Source: an optimization exercise on an open RTL-to-GDS flow (aim: small area). Production flows keep margins and buffers that such runs may drop. The RTL was checked by simulation tests, not by an equivalence proof against the original design. No activity file was given, so power comes from the tool's default toggle rates.

==> flow/design.v, too long to show whole: its modules and the start of the top module <==
// module display_controller: 44 lines
// module cursor_controller: 45 lines
// module sprite_rom: 652 lines
// module game_state: 121 lines
// module ship_vec: 206 lines
// module ship_present: 186 lines
// module renderer: 27 lines
// module ssd_controller: 29 lines
// module A7_vga_top: 66 lines
module A7_vga_top(
  input  wire        ClkPort,
  input  wire        rst,             
  input  wire        BtnL, BtnR, BtnU, BtnD, BtnC,
  input  wire        SW0,             
  input  wire        SW1,
  output wire        hSync, vSync,
  output wire [3:0]  vgaR, vgaG, vgaB,
  output wire [7:0]  Anodes,
  output wire [6:0]  Segs,
  output wire        QuadSpiFlashCS
);
  // ...
==> flow/flow/run.sh <==
#!/bin/bash
# Own flow: the standard synthesis; then the netlist's combinational
# logic re-synthesised for area by ABC with several scripts in parallel
# (registers, their cells and names untouched), keeping the smallest; then
# the standard layout from that netlist, with buf_1 port buffers,
# clkbuf_8 clock buffers and no CTS dummy loads.
set -euo pipefail
W=$PWD
R=$W/orfs/results/$FLOW_PLATFORM/A7_vga_top/base
YOSYS=$FLOW_HOME/../tools/install/yosys/bin/yosys
LIB=$FLOW_HOME/platforms/$FLOW_PLATFORM/lib/sky130_fd_sc_hd__tt_025C_1v80.lib
bash standard.sh "$R/1_2_yosys.v" > synth.log 2>&1
cp "$R/1_2_yosys.v" std_synth.v
python3 flow/mkcomb.py "$LIB" comb.v dont_use.txt > mkcomb.log 2>&1
printf 'set_driving_cell sky130_fd_sc_hd__buf_1\nset_load 5\n' > abc.constr
for s in flow/abc/*.abc; do
  n=$(basename "$s" .abc)
  REOPT_LIB="$LIB" REOPT_COMB=comb.v REOPT_IN=std_synth.v REOPT_OUT="reopt_$n.v" REOPT_TOP="$FLOW_TOP" \
  REOPT_DONT_USE=dont_use.txt REOPT_SCRIPT="$s" REOPT_CONSTR=abc.constr REOPT_STAT="reopt_stat_$n.txt" \
    "$YOSYS" -c flow/reopt.tcl > "reopt_$n.log" 2>&1 &
done
wait
best=""; best_area=""
for s in flow/abc/*.abc; do
  n=$(basename "$s" .abc)
  a=$(grep -h "Chip area" "reopt_stat_$n.txt" 2>/dev/null | awk '{print $NF}' | tail -1)
  echo "$n ${a:-failed}" >> reopt_choice.txt
  if [[ -n "$a" && -s "reopt_$n.v" ]] && { [[ -z "$best" ]] || awk -v a="$a" -v b="$best_area" 'BEGIN{exit !(a < b)}'; }; then
    best=$n; best_area=$a
  fi
done
echo "chosen $best $best_area" >> reopt_choice.txt
cp "reopt_$best.v" "$R/1_2_yosys.v"
export BUFFER_PORTS_ARGS="-buffer_cell sky130_fd_sc_hd__buf_1"
export CTS_ARGS="-sink_clustering_enable -repair_clock_nets -dont_use_dummy_load -buf_list sky130_fd_sc_hd__clkbuf_8"
bash standard.sh > layout.log 2>&1
==> flow/flow/abc/s1.abc <==
strash
&get -n
&deepsyn -T 300 -S 1
&dch -f
&nf -p -a -R 1000 -F 8 -A 8 -C 32
&put
==> flow/flow/abc/s2.abc <==
strash
&get -n
&deepsyn -T 300 -S 2
&dch -f
&nf -p -a -R 1000 -F 8 -A 8 -C 32
&put
==> flow/flow/abc/s3.abc <==
strash
&get -n
&deepsyn -T 300 -S 3
&put
dch -f
map -a
==> flow/flow/abc/s4.abc <==
strash
&get -n
&deepsyn -T 300 -S 4
&put
dch -f
map -a
==> flow/flow/abc/s5.abc <==
strash
dc2
&get -n
&dch -f
&nf -p -a -R 1000 -F 8 -A 8 -C 32
&put
==> flow/flow/abc/s6.abc <==
strash
dch -f
map -a
==> flow/flow/abc/s7.abc <==
strash
&get -n
&dch -f
&nf -p -a -R 1000 -F 8 -A 8 -C 32
&put
==> flow/flow/mkcomb.py <==
# Verilog models of a liberty file's combinational cells, so that Yosys can
# flatten a mapped netlist's logic back into gates for re-synthesis.
# usage: mkcomb.py LIB OUT_V OUT_DONTUSE
import re, sys
txt = open(sys.argv[1]).read()
ms = list(re.finditer(r'\n\s*cell\s*\(\s*"?(\w+)"?\s*\)\s*\{', txt))
out, dont = [], []
for i, m in enumerate(ms):
    name = m.group(1)
    if re.search(r'lpflow|probe', name):
        dont.append(name)
    seg = txt[m.end(): ms[i + 1].start() if i + 1 < len(ms) else len(txt)]
    if re.search(r'\b(ff|latch|statetable)\s*\(', seg):
        continue
    pins = []
    for pm in re.finditer(r'\n\s*pin\s*\(\s*"?(\w+)"?\s*\)\s*\{', seg):
        body = seg[pm.end(): pm.end() + 4000]
        d = re.search(r'direction\s*:\s*"?(\w+)"?', body)
        f = re.search(r'\bfunction\s*:\s*"([^"]*)"', body)
        pins.append((pm.group(1), d.group(1) if d else None, f.group(1) if f else None))
    outs = [p for p in pins if p[1] == 'output']
    ins = [p for p in pins if p[1] == 'input']
    if not outs or any(f is None for _, _, f in outs) or re.search(r'three_state', seg):
        continue
    lines = ["module %s(%s);" % (name, ", ".join(p[0] for p in ins + outs))]
    lines += ["  input %s;" % p[0] for p in ins]
    for p in outs:
        f = p[2].replace('!', '~').replace('+', '|').replace('*', '&')
        lines += ["  output %s;" % p[0], "  assign %s = %s;" % (p[0], f)]
    lines.append("endmodule")
    out.append("\n".join(lines))
open(sys.argv[2], 'w').write("\n\n".join(out) + "\n")
open(sys.argv[3], 'w').write(" ".join(dont) + "\n")
==> flow/flow/reopt.tcl <==
# Re-synthesise the combinational logic of the standard synthesis's netlist
# with a stronger ABC script. Registers (and their names) are kept as they are.
yosys -import
set lib $::env(REOPT_LIB)
read_liberty -lib $lib
read_verilog -overwrite $::env(REOPT_COMB)
read_verilog $::env(REOPT_IN)
hierarchy -top $::env(REOPT_TOP)
flatten
techmap
yosys rename -hide w:*
opt -fast -purge
read_liberty -lib -overwrite $lib
set dont_use {}
foreach c [split [string trim [read [open $::env(REOPT_DONT_USE)]]]] { lappend dont_use -dont_use $c }
abc -script $::env(REOPT_SCRIPT) -liberty $lib {*}$dont_use -constr $::env(REOPT_CONSTR)
opt_clean -purge
hilomap -singleton -hicell sky130_fd_sc_hd__conb_1 HI -locell sky130_fd_sc_hd__conb_1 LO
insbuf -buf sky130_fd_sc_hd__buf_1 A X
splitnets
opt_clean -purge
check -assert -mapped
tee -o $::env(REOPT_STAT) stat -liberty $lib
write_verilog -noattr -nohex -nodec $::env(REOPT_OUT)
==> flow/standard.sh <==
#!/bin/bash
# synth_recipe.tcl (not shown) runs the flow's synth.tcl, then flattens the netlist and writes it again
# the make line also repeats each setting of config.mk as NAME=value (left out here)
make -C /OpenROAD-flow-scripts/flow DESIGN_CONFIG=/design/flow/config.mk WORK_HOME=/design/flow/orfs CLKGATE_MAP_FILE= SYNTH_SCRIPT=/design/flow/synth_recipe.tcl "${@:-finish}"
==> flow/config.mk <==
export PLATFORM = sky130hd
export DESIGN_NAME = A7_vga_top
export DESIGN_NICKNAME = A7_vga_top
export VERILOG_FILES = /design/flow/design.v
export SDC_FILE = /design/flow/constraint.sdc
export NUM_CORES = 8
export LEC_CHECK = 0
export ABC_AREA = 1
export CAP_MARGIN = 20
export CORE_MARGIN = 2
export CORE_UTILIZATION = 65
export SLEW_MARGIN = 20
export SYNTH_MEMORY_MAX_BITS = 65536
==> flow/constraint.sdc <==
create_clock -name core_clock -period 11.0 [get_ports {ClkPort}]
set_input_delay 2.2000 -clock core_clock [delete_from_list [all_inputs] [get_ports {ClkPort}]]
set_output_delay 2.2000 -clock core_clock [all_outputs]
set_load 0.01 [all_outputs]
==> run summary, run 1 <==
CP required 8800 ps; Placed Cells 1351; Setup CP Type reg -> out; hold endpoint cursor_control.u_deb; status timing/DRC/antenna clean; max cap viols 0; GR Util met1 57.32%; cell with the largest stage delay on the worst path nor2_1; Clock Buffer Count 17; initial antenna violation count 0; busiest grt layer met1; Layout fillers 1138; CTS buffer count 17; switching pwr 0.0003053 W; Cell Rows 43; Seq. cell area 0.003694 sq mm; H-tree level count 4; PortBufs 31; post_cts resized 0; routability cong. 1.088; Final Hold Fails 0; fraction of area in multi-input gates 55.38%; design area 0.009948 sq mm; biggest area consumer among cell classes multi-input combinational cells; Skew-Pair Late Insertion Delay 480 ps; sequential share of cell area 37.13%; Hold Crit Class reg -> reg; FFs & Latches 183; vias in the first global route 8676; non-clock inverter count 23
==> module cursor_controller, before the edit <==
module cursor_controller(
  input  wire       clk,
  input  wire       rst,
  input  wire       sample_tick,
  input  wire       btn_l,
  input  wire       btn_r,
  input  wire       btn_u,
  input  wire       btn_d,
  output reg  [3:0] col,
  output reg  [3:0] row,
  output wire [3:0] next_col,    
  output wire [3:0] next_row
);
  reg [2:0] l_hist, r_hist, u_hist, d_hist;
  reg l_deb, r_deb, u_deb, d_deb;
  reg l_prev, r_prev, u_prev, d_prev;
  always @(posedge clk) begin
    if (rst) begin
      l_hist <= 0; r_hist <= 0; u_hist <= 0; d_hist <= 0;
      l_prev <= 0; r_prev <= 0; u_prev <= 0; d_prev <= 0;
      l_deb <= 0; r_deb <= 0; u_deb <= 0; d_deb <= 0;
    end else if (sample_tick) begin
      l_hist <= {l_hist[1:0], btn_l};
      r_hist <= {r_hist[1:0], btn_r};
      u_hist <= {u_hist[1:0], btn_u};
      d_hist <= {d_hist[1:0], btn_d};
      l_prev <= l_deb; r_prev <= r_deb; u_prev <= u_deb; d_prev <= d_deb;
      l_deb <= &l_hist; r_deb <= &r_hist; u_deb <= &u_hist; d_deb <= &d_hist;
    end
  end
  wire l_edge = l_deb & ~l_prev;
  wire r_edge = r_deb & ~r_prev;
  wire u_edge = u_deb & ~u_prev;
  wire d_edge = d_deb & ~d_prev;
  wire [3:0] mv_col = (l_edge && col != 4'd0) ? col - 4'd1 :
                      (r_edge && col != 4'd9) ? col + 4'd1 : col;
  wire [3:0] mv_row = (u_edge && row != 4'd0) ? row - 4'd1 :
                      (d_edge && row != 4'd9) ? row + 4'd1 : row;
  assign next_col = rst ? 4'd0 : sample_tick ? mv_col : col;
  assign next_row = rst ? 4'd0 : sample_tick ? mv_row : row;
  always @(posedge clk) begin
    col <= next_col;
    row <= next_row;
  end
endmodule
==> inputs of run 2 (changes only) <==
--- a/flow/design.v
+++ b/flow/design.v
@@ -57,27 +57,34 @@
   output wire [3:0] next_col,    
   output wire [3:0] next_row
 );
-  reg [2:0] l_hist, r_hist, u_hist, d_hist;
-  reg l_deb, r_deb, u_deb, d_deb;
-  reg l_prev, r_prev, u_prev, d_prev;
+  reg       l_h, r_h, u_h, d_h;
+  reg [2:0] l_y, r_y, u_y, d_y;
+  function [2:0] y_next;
+    input h; input [2:0] y;
+    reg h1, h2, deb;
+    begin
+      h1 = y[1] | y[2];
+      h2 = y[0] | y[2];
+      deb = h & h1 & h2;
+      y_next = {deb, h, deb ? !y[2] : h1};
+    end
+  endfunction
   always @(posedge clk) begin
     if (rst) begin
-      l_hist <= 0; r_hist <= 0; u_hist <= 0; d_hist <= 0;
-      l_prev <= 0; r_prev <= 0; u_prev <= 0; d_prev <= 0;
-      l_deb <= 0; r_deb <= 0; u_deb <= 0; d_deb <= 0;
+      l_h <= 0; r_h <= 0; u_h <= 0; d_h <= 0;
+      l_y <= 0; r_y <= 0; u_y <= 0; d_y <= 0;
     end else if (sample_tick) begin
-      l_hist <= {l_hist[1:0], btn_l};
-      r_hist <= {r_hist[1:0], btn_r};
-      u_hist <= {u_hist[1:0], btn_u};
-      d_hist <= {d_hist[1:0], btn_d};
-      l_prev <= l_deb; r_prev <= r_deb; u_prev <= u_deb; d_prev <= d_deb;
-      l_deb <= &l_hist; r_deb <= &r_hist; u_deb <= &u_hist; d_deb <= &d_hist;
+      l_h <= btn_l; r_h <= btn_r; u_h <= btn_u; d_h <= btn_d;
+      l_y <= y_next(l_h, l_y);
+      r_y <= y_next(r_h, r_y);
+      u_y <= y_next(u_h, u_y);
+      d_y <= y_next(d_h, d_y);
     end
   end
-  wire l_edge = l_deb & ~l_prev;
-  wire r_edge = r_deb & ~r_prev;
-  wire u_edge = u_deb & ~u_prev;
-  wire d_edge = d_deb & ~d_prev;
+  wire l_edge = l_y[2] & l_y[0];
+  wire r_edge = r_y[2] & r_y[0];
+  wire u_edge = u_y[2] & u_y[0];
+  wire d_edge = d_y[2] & d_y[0];
   wire [3:0] mv_col = (l_edge && col != 4'd0) ? col - 4'd1 :
                       (r_edge && col != 4'd9) ? col + 4'd1 : col;
   wire [3:0] mv_row = (u_edge && row != 4'd0) ? row - 4'd1 :
==> flow/flow/abc/s3.abc (replaced) <==
strash
&get -n
&deepsyn -T 300 -S 3
&dch -f
&nf -p -a -R 1000 -F 8 -A 8 -C 32
&put
==> flow/flow/abc/s4.abc (replaced) <==
strash
&get -n
&deepsyn -T 300 -S 4
&dch -f
&nf -p -a -R 1000 -F 8 -A 8 -C 32
&put
==> flow/flow/abc/s5.abc (replaced) <==
strash
&get -n
&deepsyn -T 300 -S 5
&dch -f
&nf -p -a -R 1000 -F 8 -A 8 -C 32
&put
==> flow/flow/abc/s6.abc (replaced) <==
strash
&get -n
&deepsyn -T 300 -S 6
&dch -f
&nf -p -a -R 1000 -F 8 -A 8 -C 32
&put
==> flow/flow/abc/s7.abc (replaced) <==
strash
&get -n
&deepsyn -T 300 -S 7
&dch -f
&nf -p -a -R 1000 -F 8 -A 8 -C 32
&put
==> flow/flow/abc/s8.abc (new file) <==
strash
&get -n
&deepsyn -T 300 -S 8
&dch -f
&nf -p -a -R 1000 -F 8 -A 8 -C 32
&put
==> run 2 against run 1 <==
Wire length is 0.81% higher. Still clean on timing, DRC and antenna. Combinational power is 9% higher. Clock skew is 10 ps lower. Sequential power is 2% lower.
==> run summary, run 2 <==
status timing/DRC/antenna clean; ANT cells 0; initial core utilization 66.55%; # IOs 39; hold_sp gs.patternIndex[2]; Cell Int Power 0.0008317 W; Syn-to-layout area delta 7.869%; Final nets 1271; final total power 0.001139 W; HPWL after detailed placement 21.11 mm; Remaining DRCs 0; Setup CP Type reg -> out; CTS Buffer Depth 2; Cell Rows 43 (unchanged); design area 0.009965 sq mm (+0.16%); Ys Warns 6; Hold Crit Class reg -> reg; Crit. End Element output port; H-tree level count 4 (unchanged); switching share of total power 27.01%; crit share post-route 85.54%; routability cong. 1.036 (-4.8%); max cap viols 0 (unchanged); cell count after synthesis 1196; Final Hold Fails 0 (unchanged); global route overflow 0; fmax 106.3 MHz; vias 10180; post_cts resized 0 (unchanged); initial detailed-routing violation count 2002; Placed Area 0.009728 sq mm; Via-to-Cell Ratio 7.072; PortBufs 31 (unchanged); Gate power share 11.1%; switching pwr 0.0003077 W (+0.80%); vias in the first global route 8879 (+2.3%); start point of the critical path dc.cnt[3]; Die ar. 0.01518 sq mm; first-pass GRT wire length 47.51 mm; layout cells sized above 1 3.413%; RSZ-0062 raised after global routing false; pin count of the biggest net entering global routing 53; worst slew pin tran 1259 ps; Antenna Nets Post-Route 0; Top reg by flops gs.bombed; Die Ht 123.2 microns; root buffer cell clkbuf_8; Clock power frac 30.0%; initial antenna violation count 0 (unchanged); reg2reg start dc.cnt[3]; Largest regs gs.bombed: 100 flops, dc.cnt: 16 flops; Synth Cell Area 0.009238 sq mm; Placed Cells 1423 (+5.3%); # clock sinks 179; Skew-Pair Late Insertion Delay 470 ps (about the same); CTS buffer count 17 (unchanged); clock slew at reported path FFs 90 ps; worst vdd ir 0.0001553 V; syn_area_per_cell 7.724 sq um; leading cell type in the layout, fill and taps excluded nor2_1; drt first pass iters 13; Power Dens Cells 114.3 mW/mm^2; number of non-filler instances in the completed layout 1440; setup TNS 0 ps; most frequent cells in the layout 215 x nor2_1, 176 x dfxtp_1, 172 x a21oi_1; CTS tree built; Tmin final 9410 ps; CP max FO 16; clk_skew 33.61 ps; Horiz. Die Dim 123.2 microns; Sequential Power Share 58.9%; startpoint types flip-flop; WL final 30.26 mm; Slew Viols, Final 0; CTS Hold Bufs 0; # Post-CTS Setup Buffers 0; Final Setup Violations 0; WL/cell 21.01 microns; overall fraction of global-route tracks in use 40.14%; CP required 8800 ps (about the same); Relative slew margins 15.44%; CP arrival 7210 ps; CORE AREA 0.01388 sq mm; max reg flops 100; Pleak 3.360 nW
[run 2: cell count changes in the layout (fill, tap and decap cells not counted), sizes merged, moves of 10 or more]
cell	change
nor2	+66
nand2	-20
a31oi	+12
nand3	+10
nor3	+11
a21oi	+74
a22o	-58
or2	-11
[run 2: path summary, 6_finish.rpt]
check	endpoint	slack [ps]	depth (start not counted)
worst min-delay path	gs.patternIndex[2]	460	1
worst min register to register	gs.patternIndex[2]	460	1
worst max register to register	gs.cur_bombed	4900	18
worst max-delay path	vgaR[2]	1590	24
[run 2: power by group through the flow]
stage | Combinational, W | Sequential (W) | Clock [W]
2_1_floorplan | 0.0000819 | 0.000683 | 0
3_3_place_gp | 0.000119 | 0.000685 | 0
3_5_place_dp | 0.000121 | 0.000685 | 0
4_1_cts | 0.000121 | 0.000670 | 0.000340
5_1_grt | 0.000138 | 0.000672 | 0.000363
6_report | 0.000126 | 0.000671 | 0.000342
[run 2: area by class of cell]
cell class | instances | area, sq um
multi-input combinational | 995 | 5563
clock buffer | 17 | 234.0
inverter | 19 | 71.32
sequential | 179 | 3613
fill | 1132 | 3916
timing repair buffer | 50 | 257.7
tap | 180 | 225.2
[run 2: stage by stage]
| step | setup slack, ps | hold slack [ps] | utilization, % |
|---|---|---|---|
| floorplan | 3373 | 415.8 | - |
| global placement | 2194 | 441.7 | 70.05 |
| detailed placement | 2109 | 442.7 | 70.08 |
| CTS | 1970 | 464.5 | 71.77 |
| global route | 984.9 | 487.6 | 71.79 |
| finish | 1590 | 463.6 | 71.79 |
[run 2: critical path: stages, from the launching register on]
cell      delay (ps)
dfxtp_1          500
nor2_1           230
nand2_1          110
or4_1            450
nor2_1           160
nand3_1          540
a21oi_1          600
nor2_1            80
a211oi_1         290
mux2i_1          270
nor2b_1          500
nor2b_1          670
a222oi_1         210
a31oi_1          310
a221oi_1          80
nor3b_1          190
nor4_1           140
nand2_1           90
o21ai_0          150
a41oi_1          290
a31oi_1           70
o31ai_1          300
o21ai_0          230
nor2_1           140
buf_1            150
[run 2: routing by layer]
| metal | track usage, % | up-vias | wire (microns) |
|---|---|---|---|
| met5 | 0 | - | 0 |
| met4 | 10.51 | 0 | 772 |
| met3 | 13.05 | 99 | 4522 |
| met2 | 57.66 | 765 | 12300 |
| met1 | 57.91 | 4681 | 12660 |
| li1 | - | 4638 | - |
==> module game_state, before the edit <==
module game_state(
  input  wire       clk,
  input  wire       rst,           
  input  wire       reset,         
  input  wire       btn_c,         
  input  wire       sample_tick,   
  input  wire [3:0] sprite_row,    
  input  wire [3:0] sprite_col,    
  input  wire [3:0] next_row,      
  input  wire [3:0] next_col,
  input  wire       show_answer,   
  input  wire [3:0] disp_row,      
  input  wire [3:0] disp_col,
  output wire [1:0] disp_status,   
  output reg  [3:0] turns_left,
  output wire [2:0] ships_remaining
);
  reg  [99:0] bombed;
  reg  [4:0]  sunk;
  reg  [2:0]  pat;             
  reg  [2:0]  patternIndex;
  reg         reset_d, btnc_d;
  reg         cur_bombed, beam_bombed;
  wire [4:0]  allhit;
  wire        clr = rst | reset;
  always @(posedge clk)
    if (rst) reset_d <= 1'b0;
    else     reset_d <= reset;
  wire reset_rise = reset && !reset_d;
  always @(posedge clk)
    if (rst)
      patternIndex <= 3'd0;
    else if (reset_rise)
      patternIndex <= (patternIndex == 3'd4) ? 3'd0 : patternIndex + 3'd1;
  always @(posedge clk)
    if (rst) btnc_d <= 1'b0;
    else     btnc_d <= btn_c;
  wire bomb_edge = btn_c && !btnc_d;
  wire all_sunk = &sunk;
  wire [3:0] rd_row = sample_tick ? next_row : disp_row;
  wire [3:0] rd_col = sample_tick ? next_col : disp_col;
  wire [9:0] rrs, rcs, wrs, wcs;
  genvar gi;
  generate for (gi = 0; gi < 10; gi = gi + 1) begin : dec
    assign rrs[gi] = (rd_row == gi);
    assign rcs[gi] = (rd_col == gi);
    assign wrs[gi] = (sprite_row == gi);
    assign wcs[gi] = (sprite_col == gi);
  end endgenerate
  wire [9:0] rowbits;
  generate for (gi = 0; gi < 10; gi = gi + 1) begin : rd
    assign rowbits[gi] = |(bombed[gi*10 +: 10] & rcs);
  end endgenerate
  wire rd_bit = |(rowbits & rrs);
  wire cur_ship;
  ship_present cur_sp(.p(pat), .r(sprite_row), .c(sprite_col), .present(cur_ship));
  wire fire = bomb_edge && (turns_left != 4'd0) && !all_sunk && !cur_bombed;
  wire cur_stays = (next_row == sprite_row) && (next_col == sprite_col);
  wire cur_on_beam = (disp_row == sprite_row) && (disp_col == sprite_col);
  always @(posedge clk) begin
    if (clr) begin
      cur_bombed  <= 1'b0;
      beam_bombed <= 1'b0;
    end else begin
      if (sample_tick) cur_bombed <= rd_bit | (fire & cur_stays);
      else             cur_bombed <= cur_bombed | fire;
      beam_bombed <= rd_bit | (fire & cur_on_beam);
    end
  end
  generate for (gi = 0; gi < 100; gi = gi + 1) begin : bcell
    always @(posedge clk)
      bombed[gi] <= !clr && (bombed[gi] || (fire && wrs[gi / 10] && wcs[gi % 10]));
  end endgenerate
  always @(posedge clk) begin
    if (clr) begin
      turns_left <= 4'd15;
      sunk       <= 5'd0;
      pat        <= rst ? 3'd0 : patternIndex;
    end else begin
      if (fire && !cur_ship)
        turns_left <= turns_left - 4'd1;
      sunk <= sunk | allhit;
    end
  end
  assign allhit[0] = (pat == 3'd0 && bombed[11] && bombed[12] && bombed[13] && bombed[14] && bombed[15] && bombed[16])
      || (pat == 3'd1 && bombed[0] && bombed[1] && bombed[2] && bombed[3] && bombed[4] && bombed[5])
      || (pat == 3'd2 && bombed[0] && bombed[10] && bombed[20] && bombed[30] && bombed[40] && bombed[50])
      || (pat == 3'd3 && bombed[94] && bombed[95] && bombed[96] && bombed[97] && bombed[98] && bombed[99])
      || (pat == 3'd4 && bombed[9] && bombed[19] && bombed[29] && bombed[39] && bombed[49] && bombed[59]);
  assign allhit[1] = (pat == 3'd0 && bombed[33] && bombed[43] && bombed[53] && bombed[63] && bombed[73])
      || (pat == 3'd1 && bombed[22] && bombed[32] && bombed[42] && bombed[52] && bombed[62])
      || (pat == 3'd2 && bombed[72] && bombed[73] && bombed[74] && bombed[75] && bombed[76])
      || (pat == 3'd3 && bombed[3] && bombed[13] && bombed[23] && bombed[33] && bombed[43])
      || (pat == 3'd4 && bombed[2] && bombed[3] && bombed[4] && bombed[5] && bombed[6]);
  assign allhit[2] = (pat == 3'd0 && bombed[55] && bombed[56] && bombed[57] && bombed[58] && bombed[59])
      || (pat == 3'd1 && bombed[84] && bombed[85] && bombed[86] && bombed[87] && bombed[88])
      || (pat == 3'd2 && bombed[29] && bombed[39] && bombed[49] && bombed[59] && bombed[69])
      || (pat == 3'd3 && bombed[60] && bombed[61] && bombed[62] && bombed[63] && bombed[64])
      || (pat == 3'd4 && bombed[34] && bombed[44] && bombed[54] && bombed[64] && bombed[74]);
  assign allhit[3] = (pat == 3'd0 && bombed[8] && bombed[18] && bombed[28])
      || (pat == 3'd1 && bombed[9] && bombed[19] && bombed[29])
      || (pat == 3'd2 && bombed[7] && bombed[8] && bombed[9])
      || (pat == 3'd3 && bombed[7] && bombed[17] && bombed[27])
      || (pat == 3'd4 && bombed[80] && bombed[81] && bombed[82]);
  assign allhit[4] = (pat == 3'd0 && bombed[70] && bombed[80] && bombed[90])
      || (pat == 3'd1 && bombed[70] && bombed[80] && bombed[90])
      || (pat == 3'd2 && bombed[90] && bombed[91] && bombed[92])
      || (pat == 3'd3 && bombed[0] && bombed[10] && bombed[20])
      || (pat == 3'd4 && bombed[20] && bombed[21] && bombed[22]);
  assign ships_remaining = 3'd5 - (sunk[0] + sunk[1] + sunk[2] + sunk[3] + sunk[4]);
  wire [4:0] d_vec;
  ship_vec d_sv(.p(pat), .r(disp_row), .c(disp_col), .vec(d_vec));
  wire d_ship = |d_vec;
  wire d_bombed = sample_tick ? beam_bombed : rd_bit;
  wire d_sunk = |(d_vec & sunk);
  assign disp_status =
      (show_answer && !all_sunk && d_ship) ? 2'b11 :
      !d_bombed ? 2'b00 :
      !d_ship   ? 2'b01 :
      d_sunk    ? 2'b11 : 2'b10;
endmodule
==> module A7_vga_top, before the edit <==
module A7_vga_top(
  input  wire        ClkPort,
  input  wire        rst,             
  input  wire        BtnL, BtnR, BtnU, BtnD, BtnC,
  input  wire        SW0,             
  input  wire        SW1,
  output wire        hSync, vSync,
  output wire [3:0]  vgaR, vgaG, vgaB,
  output wire [7:0]  Anodes,
  output wire [6:0]  Segs,
  output wire        QuadSpiFlashCS
);
  wire [15:0] cnt;
  wire [5:0]  hblk;
  wire [3:0]  vcell;
  wire [5:0]  vpix;
  wire        bright;
  display_controller dc(
    .clk(ClkPort), .rst(rst), .cnt(cnt), .hblk(hblk), .vcell(vcell), .vpix(vpix),
    .hSync(hSync), .vSync(vSync), .bright(bright)
  );
  wire [3:0] cur_row, cur_col, nxt_row, nxt_col;
  wire       sample_tick = (cnt[9:0] == 10'd3);
  wire       ssd_sel = cnt[15] ^ ((cnt[14:2] == 13'd0) && (cnt[1:0] != 2'd3));
  cursor_controller cursor_control(
    .clk(ClkPort), .rst(rst), .sample_tick(sample_tick),
    .btn_l(BtnL), .btn_r(BtnR), .btn_u(BtnU), .btn_d(BtnD),
    .col(cur_col), .row(cur_row), .next_col(nxt_col), .next_row(nxt_row)
  );
  wire [3:0] gcol = hblk[5:2];
  wire [5:0] gx = {hblk[1:0], cnt[5:2]};       
  wire       in_grid = bright && (hblk < 6'd40) && (vcell < 4'd10);
  wire       on_line = in_grid && ((gx == 6'd0) || (vpix == 6'd0));
  wire       in_sprite = bright && (gcol == cur_col) && (vcell == cur_row);
  wire [3:0] shade;
  reg  [3:0] shade_q;
  sprite_rom rom(.dy(vpix), .dx(gx), .shade(shade));
  always @(posedge ClkPort)
    if (rst) shade_q <= 4'd0;
    else     shade_q <= in_sprite ? shade : 4'd0;
  wire [1:0] status;
  wire [3:0] turns_left;
  wire [2:0] ships_remaining;
  game_state gs(
    .clk(ClkPort), .rst(rst), .reset(SW0), .btn_c(BtnC),
    .sample_tick(sample_tick),
    .sprite_row(cur_row), .sprite_col(cur_col),
    .next_row(nxt_row), .next_col(nxt_col), .show_answer(SW1),
    .disp_row(vcell), .disp_col(gcol), .disp_status(status),
    .turns_left(turns_left), .ships_remaining(ships_remaining)
  );
  wire [11:0] rgb_pix;
  renderer rdr(
    .bright(bright), .in_grid(in_grid), .on_line(on_line),
    .in_sprite(in_sprite), .sprite_shade(shade_q), .status(status),
    .rgb(rgb_pix)
  );
  assign vgaR = rgb_pix[11:8];
  assign vgaG = rgb_pix[7:4];
  assign vgaB = rgb_pix[3:0];
  ssd_controller ssd(
    .sel(ssd_sel), .turns_left(turns_left), .ships_remaining(ships_remaining),
    .anode(Anodes), .ssdOut(Segs)
  );
  assign QuadSpiFlashCS = 1'b1;
endmodule
==> inputs of run 3 (changes only) <==
--- a/flow/design.v
+++ b/flow/design.v
@@ -794,10 +794,10 @@
   wire [9:0] rrs, rcs, wrs, wcs;
   genvar gi;
   generate for (gi = 0; gi < 10; gi = gi + 1) begin : dec
-    assign rrs[gi] = (rd_row == gi);
-    assign rcs[gi] = (rd_col == gi);
-    assign wrs[gi] = (sprite_row == gi);
-    assign wcs[gi] = (sprite_col == gi);
+    assign rrs[gi] = (gi < 8) ? (rd_row == gi) : (rd_row[3] && rd_row[0] == gi % 2);
+    assign rcs[gi] = (gi < 8) ? (rd_col == gi) : (rd_col[3] && rd_col[0] == gi % 2);
+    assign wrs[gi] = (gi < 8) ? (sprite_row == gi) : (sprite_row[3] && sprite_row[0] == gi % 2);
+    assign wcs[gi] = (gi < 8) ? (sprite_col == gi) : (sprite_col[3] && sprite_col[0] == gi % 2);
   end endgenerate
   wire [9:0] rowbits;
   generate for (gi = 0; gi < 10; gi = gi + 1) begin : rd
@@ -1353,9 +1353,9 @@
   );
   wire [3:0] gcol = hblk[5:2];
   wire [5:0] gx = {hblk[1:0], cnt[5:2]};       
-  wire       in_grid = bright && (hblk < 6'd40) && (vcell < 4'd10);
+  wire       in_grid = bright && (hblk != 6'd40) && (vcell != 4'd10);
   wire       on_line = in_grid && ((gx == 6'd0) || (vpix == 6'd0));
-  wire       in_sprite = bright && (gcol == cur_col) && (vcell == cur_row);
+  wire       in_sprite = (gcol == cur_col) && (vcell == cur_row);
   wire [3:0] shade;
   reg  [3:0] shade_q;
   sprite_rom rom(.dy(vpix), .dx(gx), .shade(shade));
==> run 3 against run 2 <==
Die area decreased by 0.87%. Still clean. Clock power about the same. Via count increased by 0.95%. Synthesized area decreased by 0.91%. Global-route usage increased by 0.78 points. Largest power group unchanged. First-iteration DRC count decreased by 12%. Non-clock buffer count decreased by 8. Sequential share of layout area increased by 0.42 points.
==> run summary, run 3 <==
Relative slew margins 26.02% (+11 points); Remaining DRCs 0 (unchanged); Largest regs gs.bombed: 100 flops, dc.cnt: 16 flops; Cell Int Power 0.0008361 W (+0.53%); Horiz. Die Dim 122.7 microns (-0.44%); cell with the largest stage delay on the worst path a2111oi_0; Final nets 1274 (+0.24%); Syn-to-layout area delta 7.600%; routability cong. 1.065 (+2.8%); Fin Hold WS 452.5 ps (-11.12 ps); cell count after synthesis 1207 (+0.92%); max reg flops 100 (unchanged); GR Util met1 57.75% (-0.16 points); final total power 0.001163 W (+2.0%); Crit. End Element output port; Tmin final 9558 ps (+148.2 ps); status timing/DRC/antenna clean; switching pwr 0.0003264 W (+6.1%); CTS buffer count 17 (unchanged); Pleak 3.276 nW (-2.5%); leading cell type in the layout, fill and taps excluded nor2_1; max incr delay on CP 900 ps (+230 ps); design area 0.009849 sq mm (-1.2%); CTS tree built; Antenna Nets Post-Route 0 (unchanged); H-tree level count 4 (unchanged); met3 GRT Util 11.57% (-1.5 points); WL/cell 21.61 microns (+2.9%); CP required 8800 ps (about the same); Die ar. 0.01505 sq mm (-0.87%); # IOs 39 (unchanged); Gate power share 13.0% (+1.9 points); post_cts resized 0 (unchanged); vias in the first global route 8965 (+0.97%); CTS Hold Bufs 0 (unchanged); Placed Area 0.009592 sq mm (-1.4%); PortBufs 31 (unchanged); clock slew at reported path FFs 90 ps (about the same); RSZ-0062 raised after global routing false; worst vdd ir 0.0001579 V (+1.7%); first-pass GRT wire length 47.91 mm (+0.84%); CP arrival 7360 ps (+150 ps); Global Route met2 Usage 59.67% (+2.0 points); ANT cells 0 (unchanged); startpoint types flip-flop; # clock sinks 179 (unchanged); Skew-Pair Late Insertion Delay 480 ps (about the same); most frequent cells in the layout 232 x nor2_1, 186 x a21oi_1, 176 x dfxtp_1; final design utilization 71.23% (-0.55 points); initial detailed-routing violation count 1762 (-12%); syn_area_per_cell 7.584 sq um (-1.8%); Top reg by flops gs.bombed; setup TNS 0 ps (unchanged); layout cells sized above 1 3.088% (-0.32 points); Sequential Power Share 57.5% (-1.4 points); fmax 104.6 MHz (-1.6%); Final Hold Fails 0 (unchanged); initial antenna violation count 0 (unchanged); root buffer cell clkbuf_8; initial core utilization 66.20% (-0.35 points); switching share of total power 28.08% (+1.1 points); HPWL after detailed placement 21.87 mm (+3.6%); WL final 31.19 mm (+3.1%); drt first pass iters 13 (unchanged); CORE AREA 0.01383 sq mm (-0.39%); vias 10280 (+0.95%); Slew Viols, Final 0 (unchanged); CTS Buffer Depth 2 (unchanged); Power Dens Cells 118.0 mW/mm^2 (+3.2%); Die Ht 122.7 microns (-0.44%); Hold Crit Class reg -> reg; worst slew pin tran 1106 ps (-153.0 ps); # Post-CTS Setup Buffers 0 (unchanged); Cell Rows 43 (unchanged); critical-path cell list nor4_1 -> nand2_1 -> nor2_1 -> nand3_1 -> a2111oi_0 -> and3_1 -> nor3_1 -> mux2i_1 -> nor2b_1 -> nand2_1 -> nor2_1 -> a22o_1 -> a221oi_1 -> a31oi_1 -> a221oi_1 -> nand3_1 -> nand2_1 -> a21oi_1 -> a21oi_1 -> a21oi_1 -> a21boi_0 -> nor4_1 -> nor2b_1 -> buf_1; max cap viols 0 (unchanged); crit share post-route 86.89% (+1.3 points); overall fraction of global-route tracks in use 40.92% (+0.78 points); pin count of the biggest net entering global routing 111 (+110%); Clock power frac 29.5% (-0.5 points); clk_skew 41.34 ps (+7.736 ps); Setup CP Type reg -> out; Final Setup Violations 0 (unchanged); CP max FO 20 (+4); busiest grt layer met2; Via-to-Cell Ratio 7.124 (+0.74%); Synth Cell Area 0.009154 sq mm (-0.91%); global route overflow 0 (unchanged); Ys Warns 6 (unchanged)
run 3: per-layer routing:
metal / part of all wire, % / vias to the layer above / wire [microns]
li1: - / 4612 / -
met1: 40 / 4735 / 12570
met2: 41 / 795 / 12920
met3: 14 / 138 / 4494
met4: 3.9 / 0 / 1205
met5: 0 / - / 0
run 3: power by group through the flow:
stage	clock (W)	combinational, W	sequential (W)
floorplan	0	0.0000985	0.000680
global placement	0	0.000141	0.000682
detailed placement	0	0.000144	0.000683
CTS	0.000338	0.000145	0.000668
global route	0.000361	0.000163	0.000670
finish	0.000343	0.000151	0.000669
run 3: final cells by class:
class | instances | area (sq um)
multi-input combinational | 998 | 5472
clock buffer | 17 | 234.0
inverter | 27 | 101.3
fill | 1144 | 3978
tap | 180 | 225.2
sequential | 179 | 3613
timing repair buffer | 42 | 203.9
run 3: stage by stage:
step                      cells  worst slack, ps
after floorplan            1213             3272
after global placement     1425             2448
after detailed placement   1425             2382
after CTS                  1442             1802
after global routing       1443             1084
final                      1443             1442
run 3: worst paths after layout:
check	startpoint	endpoint	slack, ps	depth (start not counted)
worst max-delay path	dc.cnt[2]	vgaG[3]	1440	24
worst min-delay path	gs.patternIndex[2]	gs.patternIndex[2]	450	1
worst max register to register	dc.cnt[2]	gs.cur_bombed	4920	20
worst min register to register	gs.patternIndex[2]	gs.patternIndex[2]	450	1
run 3: critical path: cells and delay by family (launching register included):
family	cells	cell delay, ps
flops	1	550
buf+inv	1	160
compound gates	9	2460
mux	1	270
simple gates	13	3450

[afterwards: timing with drivers on the ports]
No port has a modelled driver above. Below, the same layouts with a new extraction and two added sets of constraints.
Step 1 (the two cells are an assumption about what drives the block):
set clk [get_ports {ClkPort}]
set_driving_cell -lib_cell sky130_fd_sc_hd__clkbuf_16 $clk
set_driving_cell -lib_cell sky130_fd_sc_hd__buf_2 [delete_from_list [all_inputs] $clk]
Step 2, shift: input delay + t, output delay - t, t = (earliest + latest rising clock arrival at the registers) / 2. This alone moves slack from input paths to output paths.
a / b / c = ideal / step 1 / step 2; a / b = the first two.
| run | t (ns) | setup WS [ns] | latest minus earliest clock arrival (ns) | worst data-port slew with drivers (ns) |
|---|---|---|---|---|
| run 1 | 0.504 | 0.919 / 0.878 / 1.382 | 0.044 / 0.043 | 0.04 |
| run 2 | 0.497 | 1.590 / 1.549 / 1.762 | 0.034 / 0.033 | 0.03 |
| run 3 | 0.496 | 1.442 / 1.402 / 1.898 | 0.042 / 0.042 | 0.04 |
After both steps every run listed still meets setup and hold.
